Source: an optimization exercise on an open RTL-to-GDS flow (aim: small area and a short achievable clock period). Production flows keep margins and buffers that such runs may drop. The clock port is modelled as an ideal driver; clocking choices that lean on that would not hold on a real chip. Power is estimated from default activity; no workload was simulated.

old:
==> flow/design.v (excerpt) <==
module cpu(clock,rst,inputs,leds3,leds2,leds1,leds0,setButton,displayButton,executeButton,reset,LED4,LED9,LED0,LED8);
==> flow/config.mk <==
export PLATFORM = sky130hd
export DESIGN_NAME = cpu
export DESIGN_NICKNAME = cpu
export VERILOG_FILES = /design/flow/design.v
export SDC_FILE = /design/flow/constraint.sdc
export NUM_CORES = 4
export LEC_CHECK = 0
export ABC_AREA = 1
export CAP_MARGIN = 20
export CORE_MARGIN = 2
export CORE_UTILIZATION = 60
export CTS_BUF_LIST = sky130_fd_sc_hd__clkbuf_4 sky130_fd_sc_hd__clkbuf_8
export SLEW_MARGIN = 20
==> flow/constraint.sdc <==
create_clock -name core_clock -period 12.0 [get_ports {clock}]
set_input_delay 2.4000 -clock core_clock [delete_from_list [all_inputs] [get_ports {clock}]]
set_output_delay 2.4000 -clock core_clock [all_outputs]
set_load 0.01 [all_outputs]
standard.sh (not shown) runs the stock make flow with config.mk's settings and CLKGATE_MAP_FILE= SYNTH_SCRIPT=/design/flow/synth_recipe.tcl, a recipe that flattens the netlist after the stock synthesis.
==> flow/flow/run.sh <==
#!/bin/bash
# Layout flow: the standard synthesis; its combinational logic re-mapped with a
# stronger ABC script from four random seeds, keeping the smallest netlist whose
# equivalence with the standard one is proven (flip-flops kept by name; the
# standard netlist is used if none is); then the standard layout with buf_2
# port buffers and timing repair aimed at a short clock period.
set -uo pipefail
export BUFFER_PORTS_ARGS="-buffer_cell sky130_fd_sc_hd__buf_2"
export SETUP_SLACK_MARGIN=8.6
R=orfs/results/${FLOW_PLATFORM}/cpu/base
bash standard.sh synth > make_synth.log 2>&1 || exit 1
cp $R/1_2_yosys.v std_synth.v
for s in 0 1 2 3; do
  sed "s/&deepsyn -T 30/\&deepsyn -T 30 -S $s/" flow/deep.abc > deep_$s.abc
  RESYN_ABC=deep_$s.abc RESYN_OUT=resyn_$s.v yosys -c flow/resyn.tcl > resyn_$s.log 2>&1 &
done
wait
best=""
for s in $(for s in 0 1 2 3; do a=$(grep -m1 "Chip area for module '\\\\cpu'" resyn_$s.v.stat 2>/dev/null | awk '{print $NF}'); [ -n "$a" ] && echo "$a $s"; done | sort -g | awk '{print $2}'); do
  if RESYN_OUT=resyn_$s.v yosys -c flow/equiv.tcl > equiv_$s.log 2>&1 && grep -q '^RESYN_EQUIV_OK' equiv_$s.log; then best=$s; break; fi
done
if [ -n "$best" ]; then
  cp resyn_$best.v $R/1_2_yosys.v
  rm -f $R/1_synth.odb
  echo "using re-mapped netlist from seed $best" > resyn_used.txt
else
  echo "using standard netlist" > resyn_used.txt
fi
bash standard.sh > make.log 2>&1
Other scripts of this flow, unchanged in this note and not shown: flow/flow/deep.abc, flow/flow/equiv.tcl, flow/flow/resyn.tcl
#### Input delta (new over old)
-- flow/flow/run.sh --
<<< old, line 13
for s in 0 1 2 3; do
  sed "s/&deepsyn -T 30/\&deepsyn -T 30 -S $s/" flow/deep.abc > deep_$s.abc
  RESYN_ABC=deep_$s.abc RESYN_OUT=resyn_$s.v yosys -c flow/resyn.tcl > resyn_$s.log 2>&1 &
>>> new, line 13
for s in 0 1 2 3; do
  sed "s/&deepsyn -T 30/\&deepsyn -T 60 -S $s/" flow/deep.abc > deep_$s.abc
  RESYN_ABC=deep_$s.abc RESYN_OUT=resyn_$s.v yosys -c flow/resyn.tcl > resyn_$s.log 2>&1 &
### Flow results
new: all stages complete, timing, DRC and antenna checks passed
Met1 demand-to-capacity share in global routing: new vs old up 1.6 points
The combinational group share of total power number comes out lower for old vs new.
Worst setup slack after layout: new vs old down 0.028 ns
Of the two values seen for timing startpoint of the critical path, displayButton was produced by old and mem0[9] by new.
No functional check of the RTL was part of any run of this note.

---

== run 1 ==
The RTL this note starts from:
==> flow/design.v <==
module cpu(clock,rst,inputs,leds3,leds2,leds1,leds0,setButton,displayButton,executeButton,reset,LED4,LED9,LED0,LED8);
	input clock,rst,setButton,displayButton,executeButton,reset;
	input [7:0] inputs;
	output [1:7] leds3,leds2,leds1,leds0;
	output reg LED4,LED9,LED0;
	output LED8;
	assign LED8 = 1'b0;
	function [7:0] conv;
		input [7:0] x;
		reg [7:0] q, o;
		begin
			q = x / 8'd10;
			o = x - q * 8'd10;
			conv = {q[3:0], o[3:0]};
		end
	endfunction
	reg setButtonLast, pend;
	reg [1:0] Q;
	wire press = setButtonLast & ~setButton;
	wire consume = displayButton & pend;
	wire [1:0] Qn = consume ? Q + 2'd1 : Q;
	always @(posedge clock)
		if (rst) begin
			setButtonLast <= 1'b1;
			pend <= 1'b0;
			Q <= 2'd0;
		end else begin
			setButtonLast <= setButton;
			pend <= (pend & ~displayButton) ^ press;
			Q <= Qn;
		end
	reg [3:0] opCode;
	reg [2:0] regID1, regID2;
	reg [7:0] immValue;
	reg [7:0] immLast;    
	reg [7:0] viewLast;   
	always @(posedge clock) begin
		if (rst) begin
			opCode <= 0; regID1 <= 0; regID2 <= 0; immValue <= 0; LED0 <= 0;
		end else
			case (Q)
				2'd0: opCode <= inputs[3:0];
				2'd1: regID1 <= inputs[2:0];
				2'd2: regID2 <= inputs[2:0];
				2'd3: begin immValue <= inputs; LED0 <= (immValue == 8'd192); end
			endcase
		immLast <= immValue;
		case (Qn)
			2'd0: viewLast <= {4'd0, opCode};
			2'd1: viewLast <= {5'd0, regID1};
			2'd2: viewLast <= {5'd0, regID2};
			default: viewLast <= conv(immValue);
		endcase
	end
	reg instructionDone, wr;
	reg [3:0] slot;
	reg [17:0] mem0;
	always @(posedge clock)
		if (rst) begin
			instructionDone <= 0; wr <= 0; slot <= 0; mem0 <= 0;
		end else begin
			wr <= consume & (Q == 2'd3) & ~instructionDone;
			if (consume & (Q == 2'd3)) instructionDone <= 1'b1;
			else if (displayButton & ~pend & (Q == 2'd0)) instructionDone <= 1'b0;
			if (wr) begin
				if (slot == 4'd0) mem0 <= {opCode, regID1, regID2, immLast};
				slot <= reset ? 4'd0 : slot + 4'd1;
			end
		end
	reg [7:0] S;
	always @* begin
		case (Q == 2'd2 ? regID2 : regID1)
			3'd0: S = r0; 3'd1: S = r1; 3'd2: S = r2; 3'd3: S = r3;
			3'd4: S = r4; 3'd5: S = r5; 3'd6: S = r6; default: S = r7;
		endcase
	end
	reg execute;
	reg [7:0] r0,r1,r2,r3,r4,r5,r6,r7;
	wire [3:0] op = mem0[17:14];
	wire [2:0] ra = mem0[13:11], rb = mem0[10:8];
	wire [7:0] imm = mem0[7:0];
	reg [7:0] A;
	reg [7:0] B;
	always @* begin
		case (rb)
			3'd0: B = r0; 3'd1: B = r1; 3'd2: B = r2; 3'd3: B = r3;
			3'd4: B = r4; 3'd5: B = r5; 3'd6: B = r6; default: B = r7;
		endcase
	end
	wire isSub = (op == 4'd1);
	wire binOp = (op == 4'd0) | (op == 4'd1) | (op == 4'd3) | (op == 4'd4) | (op == 4'd5);
	wire unOp = (op == 4'd2) | (op == 4'd6) | (op == 4'd7) | (op == 4'd8);
	wire mvOp = (op == 4'd12);
	wire ldOp = (op == 4'd10);
	wire [7:0] sum = A + (B ^ {8{isSub}}) + {7'd0, isSub};
	reg [7:0] wdBin;
	always @*
		case (op[2:0])
			3'd3: wdBin = A & B;
			3'd4: wdBin = A | B;
			3'd5: wdBin = A ^ B;
			default: wdBin = sum;
		endcase
	reg [7:0] wdNb;
	always @*
		case (op)
			4'd2: wdNb = ~A;
			4'd6: wdNb = A + 8'd1;
			4'd7: wdNb = {1'b0, A[7:1]};
			4'd8: wdNb = {A[6:0], 1'b0};
			4'd12: wdNb = A;
			default: wdNb = imm;
		endcase
	wire [2:0] waNb = unOp ? ra : mvOp ? rb : A[2:0];
	wire ldOk = (A[7:3] == 5'd0) & (A[2:0] <= 3'd4) & (A[2:0] != ra) & (A[2:0] != rb);
	wire weBin = execute & binOp & (ra != 3'd7) & (rb != 3'd7);
	wire weNb = execute & ((unOp & (ra != rb)) | mvOp | (ldOp & ldOk));
	always @(posedge clock)
		if (rst) begin
			execute <= 0; LED9 <= 0;
			r0 <= 8'd2; r1 <= 8'd4; r2 <= 8'd44; r3 <= 0; r4 <= 0; r5 <= 0; r6 <= 0; r7 <= 8'd77;
			A <= 8'd2;
		end else begin
			if (wr & (slot == 4'd0))
				A <= (weBin & (regID1 == 3'd7)) ? wdBin : (weNb & (waNb == regID1)) ? wdNb : S;
			else if (weNb & unOp) A <= wdNb;
			if (!executeButton) execute <= 1'b1;
			LED9 <= execute;
			if (weBin) r7 <= wdBin;
			if (weNb)
				case (waNb)
					3'd0: r0 <= wdNb; 3'd1: r1 <= wdNb; 3'd2: r2 <= wdNb; 3'd3: r3 <= wdNb;
					3'd4: r4 <= wdNb; 3'd5: r5 <= wdNb; 3'd6: r6 <= wdNb; default: r7 <= wdNb;
				endcase
		end
	reg [7:0] displayReg;
	reg [7:0] dispDec;    
	reg rstLast;
	always @(posedge clock) begin
		if (rst) begin
			displayReg <= 0; LED4 <= 0;
		end else begin
			if (Q != 2'd0) displayReg <= S;
			LED4 <= (r0 == 8'd0);
		end
		dispDec <= conv(displayReg);
		rstLast <= rst;
	end
	localparam [15:0] SEG1 = 16'h4812;
	localparam [15:0] SEG2 = 16'h8060;
	localparam [15:0] SEG3 = 16'h1004;
	localparam [15:0] SEG4 = 16'h4892;
	localparam [15:0] SEG5 = 16'heaba;
	localparam [15:0] SEG6 = 16'h388e;
	localparam [15:0] SEG7 = 16'h0c83;
	localparam [15:0] OP3_1 = 16'hffdf;
	localparam [15:0] OP3_2 = 16'hffff;
	localparam [15:0] OP3_3 = 16'hffff;
	localparam [15:0] OP3_4 = 16'hfbdf;
	localparam [15:0] OP3_5 = 16'hebdf;
	localparam [15:0] OP3_6 = 16'hfbdf;
	localparam [15:0] OP3_7 = 16'hefdf;
	localparam [15:0] OP2_1 = 16'h7bf4;
	localparam [15:0] OP2_2 = 16'h7bd6;
	localparam [15:0] OP2_3 = 16'h0b90;
	localparam [15:0] OP2_4 = 16'h9bfd;
	localparam [15:0] OP2_5 = 16'h8bd6;
	localparam [15:0] OP2_6 = 16'h9bd4;
	localparam [15:0] OP2_7 = 16'h8fd4;
	localparam [15:0] OP1_1 = 16'hfa7f;
	localparam [15:0] OP1_2 = 16'hfbfe;
	localparam [15:0] OP1_3 = 16'h6a00;
	localparam [15:0] OP1_4 = 16'h6c4c;
	localparam [15:0] OP1_5 = 16'h0980;
	localparam [15:0] OP1_6 = 16'h7a7f;
	localparam [15:0] OP1_7 = 16'h0802;
	localparam [15:0] OP0_1 = 16'h95ff;
	localparam [15:0] OP0_2 = 16'h71f6;
	localparam [15:0] OP0_3 = 16'h2bf0;
	localparam [15:0] OP0_4 = 16'h02b0;
	localparam [15:0] OP0_5 = 16'h0000;
	localparam [15:0] OP0_6 = 16'h9cfd;
	localparam [15:0] OP0_7 = 16'h1104;
	function [6:0] seg;   
		input [3:0] d;
		seg = {SEG1[d], SEG2[d], SEG3[d], SEG4[d], SEG5[d], SEG6[d], SEG7[d]};
	endfunction
	wire [3:0] o = viewLast[3:0];
	wire [27:0] opName = {OP3_1[o], OP3_2[o], OP3_3[o], OP3_4[o], OP3_5[o], OP3_6[o], OP3_7[o],
		OP2_1[o], OP2_2[o], OP2_3[o], OP2_4[o], OP2_5[o], OP2_6[o], OP2_7[o],
		OP1_1[o], OP1_2[o], OP1_3[o], OP1_4[o], OP1_5[o], OP1_6[o], OP1_7[o],
		OP0_1[o], OP0_2[o], OP0_3[o], OP0_4[o], OP0_5[o], OP0_6[o], OP0_7[o]};
	function [27:0] decView;
		input [7:0] d;
		decView = {7'b0000001, (d[7:4] >= 4'd10) ? 7'b1001111 : 7'b0000001, seg(d[7:4]), seg(d[3:0])};
	endfunction
	wire [27:0] regView = {7'b1111010, 7'b0110000, 7'b0000100, seg(viewLast[3:0])};
	wire [27:0] normView = rstLast ? {28{1'b1}} : (Q == 2'd0) ? opName : (Q == 2'd3) ? decView(viewLast) : regView;
	wire [27:0] dispView = rstLast ? {28{1'b1}} : decView(dispDec);
	reg [27:0] leds;
	always @(posedge clock)
		if (rst) leds <= {28{1'b1}};
		else if (!displayButton) leds <= dispView;
		else if (!pend) leds <= normView;
	assign leds3 = {leds[27:26], leds[26], leds[24:23], leds[24], leds[21]};
	assign {leds2, leds1, leds0} = leds[20:0];
endmodule
Settings: LEC_CHECK=0, ABC_AREA=1, CAP_MARGIN=20, CORE_MARGIN=2, CORE_UTILIZATION=70, CTS_BUF_LIST=sky130_fd_sc_hd__clkbuf_4 sky130_fd_sc_hd__clkbuf_8, PLACE_DENSITY=0.8, SLEW_MARGIN=20; clock period 12.0 ns.
==> flow/flow/run.sh <==
#!/bin/bash
set -uo pipefail
export BUFFER_PORTS_ARGS="-buffer_cell sky130_fd_sc_hd__buf_2"
export SETUP_SLACK_MARGIN=8.6
R=orfs/results/${FLOW_PLATFORM}/cpu/base
bash standard.sh synth > make_synth.log 2>&1 || exit 1
cp $R/1_2_yosys.v std_synth.v
cands=""
for sc in deep map; do
  for s in 0 1 2 3; do
    c=${sc}_$s
    sed "s/&deepsyn -T 30/\&deepsyn -J 100 -T 150 -S $s/" flow/$sc.abc > $c.abc
    (RESYN_ABC=$c.abc RESYN_OUT=resyn_$c.v yosys -c flow/resyn.tcl > resyn_$c.log 2>&1 &&
     RESYN_OUT=resyn_$c.v openroad -no_init -exit flow/sta.tcl > sta_$c.log 2>&1) &
    cands="$cands $c"
  done
  wait
done
: > candidates.txt
for c in $cands; do
  a=$(grep -m1 "Chip area for module '\\\\cpu'" resyn_$c.v.stat 2>/dev/null | awk '{print $NF}')
  w=$(grep -m1 '^RESYN_WNS' sta_$c.log 2>/dev/null | awk '{print $2}')
  [ -n "$a" ] && [ -n "$w" ] && echo "$(echo "$a * (12 - $w)" | bc -l) $a $w $c" >> candidates.txt
done
best=""
for c in $(sort -g candidates.txt | awk '{print $4}'); do
  if RESYN_OUT=resyn_$c.v yosys -c flow/equiv.tcl > equiv_$c.log 2>&1 && grep -q '^RESYN_EQUIV_OK' equiv_$c.log; then best=$c; break; fi
done
if [ -n "$best" ]; then
  cp resyn_$best.v $R/1_2_yosys.v
  rm -f $R/1_synth.odb
  echo "using re-mapped netlist $best" > resyn_used.txt
else
  echo "using standard netlist" > resyn_used.txt
fi
bash standard.sh > make.log 2>&1
==> flow/flow/equiv.tcl <==
# Proves resyn.v equivalent to std_synth.v (same flip-flops, paired by name).
set lib $::env(FLOW_HOME)/platforms/sky130hd/lib/sky130_fd_sc_hd__tt_025C_1v80.lib
yosys read_liberty -ignore_miss_func $lib
yosys read_verilog std_synth.v
yosys rename cpu gold
yosys read_verilog $::env(RESYN_OUT)
yosys rename cpu gate
yosys hierarchy -check
yosys flatten gold gate
yosys opt_clean
yosys equiv_make gold gate equiv
yosys hierarchy -top equiv
yosys equiv_simple
yosys equiv_induct
yosys equiv_status -assert
puts "RESYN_EQUIV_OK"
==> flow/flow/map.abc <==
strash
&get -n
&deepsyn -T 30
&put
dch -f
map -D 1500
topo
==> flow/flow/resyn.tcl <==
# Re-maps the combinational logic of the standard synthesis (std_synth.v) with a
# stronger ABC script; flip-flops and tie cells are kept as they are, by name.
# RESYN_ABC names the ABC script and RESYN_OUT the netlist to write.
set lib $::env(FLOW_HOME)/platforms/sky130hd/lib/sky130_fd_sc_hd__tt_025C_1v80.lib
set out $::env(RESYN_OUT)
yosys read_liberty -ignore_miss_func $lib
yosys read_verilog std_synth.v
yosys hierarchy -top cpu
yosys setattr -mod -set keep_hierarchy 1 sky130_fd_sc_hd__dfxtp_* sky130_fd_sc_hd__edfxtp_* sky130_fd_sc_hd__conb_1
yosys flatten
# names of flattened cell pins become internal, so flip-flops drive the output ports directly
yosys rename -hide w:*.*
yosys opt_clean
yosys opt -fast
yosys abc -script $::env(RESYN_ABC) -liberty $lib -dont_use sky130_fd_sc_hd__probe_p_8 -dont_use sky130_fd_sc_hd__probec_p_8 -dont_use *lpflow*
yosys opt_clean -purge
yosys hilomap -singleton -hicell sky130_fd_sc_hd__conb_1 HI -locell sky130_fd_sc_hd__conb_1 LO
yosys splitnets
yosys opt_clean -purge
yosys insbuf -buf sky130_fd_sc_hd__buf_4 A X
yosys tee -o $out.stat stat -liberty $lib
yosys select -module cpu
yosys write_verilog -noattr -noexpr -selected $out
==> flow/flow/sta.tcl <==
set p $::env(FLOW_HOME)/platforms/sky130hd
read_lef $p/lef/sky130_fd_sc_hd.tlef
read_lef $p/lef/sky130_fd_sc_hd_merged.lef
read_liberty $p/lib/sky130_fd_sc_hd__tt_025C_1v80.lib
read_verilog $::env(RESYN_OUT)
link_design cpu
read_sdc $::env(FLOW_SDC)
puts "RESYN_WNS [worst_slack -max]"
Other scripts of this flow, unchanged in this note and not shown: flow/flow/deep.abc
Run 1 went all the way through synthesis, placement and routing and the layout is clean on timing, DRC and antenna.
Setup changes, run 1 to run 2
- PLACE_DENSITY removed (was 0.8)
- CORE_UTILIZATION changed from 70 to 60
==> flow/flow/run.sh <==
#!/bin/bash
# Layout flow: the standard synthesis; its combinational logic re-mapped with a
# stronger ABC script from four random seeds, keeping the smallest netlist whose
# equivalence with the standard one is proven (flip-flops kept by name; the
# standard netlist is used if none is); then the standard layout with buf_2
# port buffers and timing repair aimed at a short clock period.
set -uo pipefail
export BUFFER_PORTS_ARGS="-buffer_cell sky130_fd_sc_hd__buf_2"
export SETUP_SLACK_MARGIN=8.6
R=orfs/results/${FLOW_PLATFORM}/cpu/base
bash standard.sh synth > make_synth.log 2>&1 || exit 1
cp $R/1_2_yosys.v std_synth.v
for s in 0 1 2 3; do
  sed "s/&deepsyn -T 30/\&deepsyn -J 100 -T 150 -S $s/" flow/deep.abc > deep_$s.abc
  RESYN_ABC=deep_$s.abc RESYN_OUT=resyn_$s.v yosys -c flow/resyn.tcl > resyn_$s.log 2>&1 &
done
wait
best=""
for s in $(for s in 0 1 2 3; do a=$(grep -m1 "Chip area for module '\\\\cpu'" resyn_$s.v.stat 2>/dev/null | awk '{print $NF}'); [ -n "$a" ] && echo "$a $s"; done | sort -g | awk '{print $2}'); do
  if RESYN_OUT=resyn_$s.v yosys -c flow/equiv.tcl > equiv_$s.log 2>&1 && grep -q '^RESYN_EQUIV_OK' equiv_$s.log; then best=$s; break; fi
done
if [ -n "$best" ]; then
  cp resyn_$best.v $R/1_2_yosys.v
  rm -f $R/1_synth.odb
  echo "using re-mapped netlist from seed $best" > resyn_used.txt
else
  echo "using standard netlist" > resyn_used.txt
fi
bash standard.sh > make.log 2>&1
--- a/flow/flow/resyn.tcl
+++ b/flow/flow/resyn.tcl
@@ -11,2 +10,0 @@
-# names of flattened cell pins become internal, so flip-flops drive the output ports directly
-yosys rename -hide w:*.*
removed: flow/flow/map.abc
removed: flow/flow/sta.tcl
==> run summary <==
- Run 2 reached the final stage; the timing, DRC and antenna checks on its layout passed.
- Delta (run 2 minus run 1): global-route met2 utilization moved down; global-route usage went down by 4.2 points; count of plain and timing-repair buffers in the layout went up by 21.
- In run 2 the count of clock-buffer cells in the layout turned out 2 higher than in run 1.
- Run 1 reports its type of the worst setup path as register to register while run 2 reports primary input to register.
- Compared with run 1, run 2 is the more power-hungry design.
- The area growth from synthesis to final layout of run 2 exceeds that of run 1 by 0.68 points.
- Placed instance area: higher on run 1
- The higher clock network fraction of total power of run 2 and run 1 is in run 2.
Input changes introduced in run 3 (baseline for comparison: run 2):
- CORE_UTILIZATION: 60 -> 70
- PLACE_DENSITY: unset -> 0.7
==> flow/flow/run.sh <==
#!/bin/bash
set -uo pipefail
export BUFFER_PORTS_ARGS="-buffer_cell sky130_fd_sc_hd__buf_2"
export SETUP_SLACK_MARGIN=8.6
export TNS_END_PERCENT=5
R=orfs/results/${FLOW_PLATFORM}/cpu/base
bash standard.sh synth > make_synth.log 2>&1 || exit 1
cp $R/1_2_yosys.v std_synth.v
cands=""
for sc in deep map; do
  for s in 0 1 2 3; do
    c=${sc}_$s
    sed "s/&deepsyn -T 30/\&deepsyn -J 100 -T 150 -S $s/" flow/$sc.abc > $c.abc
    (RESYN_ABC=$c.abc RESYN_OUT=resyn_$c.v yosys -c flow/resyn.tcl > resyn_$c.log 2>&1 &&
     RESYN_OUT=resyn_$c.v openroad -no_init -exit flow/sta.tcl > sta_$c.log 2>&1) &
    cands="$cands $c"
  done
  wait
done
: > candidates.txt
for c in $cands; do
  a=$(grep -m1 "Chip area for module '\\\\cpu'" resyn_$c.v.stat 2>/dev/null | awk '{print $NF}')
  w=$(grep -m1 '^RESYN_WNS' sta_$c.log 2>/dev/null | awk '{print $2}')
  [ -n "$a" ] && [ -n "$w" ] && echo "$(echo "$a * (12 - $w)" | bc -l) $a $w $c" >> candidates.txt
done
best=""
for c in $(sort -g candidates.txt | awk '{print $4}'); do
  if RESYN_OUT=resyn_$c.v yosys -c flow/equiv.tcl > equiv_$c.log 2>&1 && grep -q '^RESYN_EQUIV_OK' equiv_$c.log; then best=$c; break; fi
done
if [ -n "$best" ]; then
  cp resyn_$best.v $R/1_2_yosys.v
  rm -f $R/1_synth.odb
  echo "using re-mapped netlist $best" > resyn_used.txt
else
  echo "using standard netlist" > resyn_used.txt
fi
bash standard.sh > make.log 2>&1
==> flow/flow/map.abc (new file) <==
strash
&get -n
&deepsyn -T 30
&put
dch -f
map -D 1500
topo
--- a/flow/flow/resyn.tcl
+++ b/flow/flow/resyn.tcl
@@ -10,0 +11,2 @@
+# names of flattened cell pins become internal, so flip-flops drive the output ports directly
+yosys rename -hide w:*.*
==> flow/flow/sta.tcl (new file) <==
set p $::env(FLOW_HOME)/platforms/sky130hd
read_lef $p/lef/sky130_fd_sc_hd.tlef
read_lef $p/lef/sky130_fd_sc_hd_merged.lef
read_liberty $p/lib/sky130_fd_sc_hd__tt_025C_1v80.lib
read_verilog $::env(RESYN_OUT)
link_design cpu
read_sdc $::env(FLOW_SDC)
puts "RESYN_WNS [worst_slack -max]"
### Flow results
Run 3 went all the way through synthesis, placement and routing and the layout is clean on timing, DRC and antenna.
Clock network contribution to total cell area (run 3 over run 2): increase, 0.26 points
Run 3 against run 2: post-layout instance area fell 4.0%, total power rose about 1%, sequential portion of the cell area rose 1.3 points, clock network fraction of design power rose 1.6 points.
Delta (run 3 minus run 2): met3 wire length went down by 7.8%; fraction of power spent switching nets went down by 0.49 points.
Edits applied to the flow inputs when going from run 3 to run 4:
- a change of PLACE_DENSITY from 0.7 to 0.8
### Flow results
Run 4 was carried through to the last stage, and its layout satisfied the timing, DRC and antenna checks. Going from run 3 to run 4, overall power neither gained nor lost much; leftover overflow at the end of global routing ~0 delta; worst hold slack ~0 delta; post-CTS setup repair buffer count now sits at about the same level. Going from run 3 to run 4, insertion delay to the later sink of the worst-skew pair level, total of max-cap violations now sits at about the same level, detailed placer's ending HPWL ~0 delta.
### run 4 -> run 5
- changing CORE_UTILIZATION from 70 to 60
- removing PLACE_DENSITY (formerly 0.8)
--- a/flow/flow/run.sh
+++ b/flow/flow/run.sh
@@ -5 +4,0 @@
-export TNS_END_PERCENT=5
--- a/flow/flow/resyn.tcl
+++ b/flow/flow/resyn.tcl
@@ -11,2 +10,0 @@
-# names of flattened cell pins become internal, so flip-flops drive the output ports directly
-yosys rename -hide w:*.*
Per the final summary, run 5 finished and its layout is clean on timing, DRC and antenna.
Of run 4 and run 5, run 5 shows the higher synthesized cell count, with run 4 below it.
Run 5 vs run 4 on clock share of power: run 5 is the higher one.
Compared to run 4, run 5 was floorplanned on a bigger die.
Number of clock buffers in the layout (run 5 over run 4): decrease, 1
Busiest layer in global routing = met1: run 5; busiest layer in global routing = met2: run 4
### run 5 -> run 6
- setting PLACE_DENSITY to 0.8 for the first time
- changing CORE_UTILIZATION from 60 to 70
--- a/flow/flow/run.sh
+++ b/flow/flow/run.sh
@@ -4 +4,2 @@
-export SETUP_SLACK_MARGIN=8.6
+export SETUP_SLACK_MARGIN=8.7
+export TNS_END_PERCENT=5
--- a/flow/flow/resyn.tcl
+++ b/flow/flow/resyn.tcl
@@ -10,0 +11,2 @@
+# names of flattened cell pins become internal, so flip-flops drive the output ports directly
+yosys rename -hide w:*.*
--- outcome ---
The higher via count normalized by instance count of run 6 and run 5 is in run 6. Compared to run 5, run 6 reaches a higher achievable clock. In run 6, peak supply drop is lower than in run 5. Run 6 ends up with a cell area after layout that is 1.3% higher than in run 5. Delta(setup slack, run 6 - run 5) > 0.
No functional check of the RTL was part of any run of this note.

-- afterwards: timing with drivers on the ports --
The flow's constraints put no driver on any port. The routed layouts listed below were extracted and timed again, unchanged, in two steps.
Step 1 (the two cells are an assumption about what drives the block):
set clk [get_ports {clock}]
set_driving_cell -lib_cell sky130_fd_sc_hd__clkbuf_16 $clk
set_driving_cell -lib_cell sky130_fd_sc_hd__buf_2 [delete_from_list [all_inputs] $clk]
Step 2 adds t to the input delays and takes it off the output delays; t is the mean of the earliest and latest rising clock arrival at the registers after step 1. Input paths then give back, and output paths get back, about the clock's delay inside the block.
Three values: ideal, step 1, step 2; two values: the first two.
| run | t, ns | setup slack, ns | clock arrival spread, ns | worst data-port slew with drivers (ns) | pins driven straight from the clock port |
|---|---|---|---|---|---|
| old | 0.518 | 8.475 / 8.423 / 7.905 | 0.015 / 0.014 | 0.09 | 1 |
| new | 0.524 | 8.448 / 8.448 / 7.990 | 0.017 / 0.016 | 0.06 | 1 |
| run 1 | 0.513 | 8.548 / 8.548 / 8.088 | 0.018 / 0.018 | 0.04 | 1 |
| run 2 | 0.504 | 8.257 / 8.251 / 7.747 | 0.014 / 0.013 | 0.08 | 1 |
| run 3 | 0.526 | 8.519 / 8.542 / 8.016 | 0.018 / 0.018 | 0.04 | 1 |
| run 4 | 0.526 | 8.519 / 8.542 / 8.016 | 0.018 / 0.018 | 0.04 | 1 |
| run 5 | 0.510 | 8.506 / 8.521 / 8.010 | 0.019 / 0.019 | 0.04 | 1 |
| run 6 | 0.508 | 8.595 / 8.557 / 8.131 | 0.019 / 0.019 | 0.04 | 1 |
After both steps setup and hold are still met in every run listed. For old, which loses most, drivers alone change the setup slack by -0.052 ns; drivers and shift together by -0.570 ns.
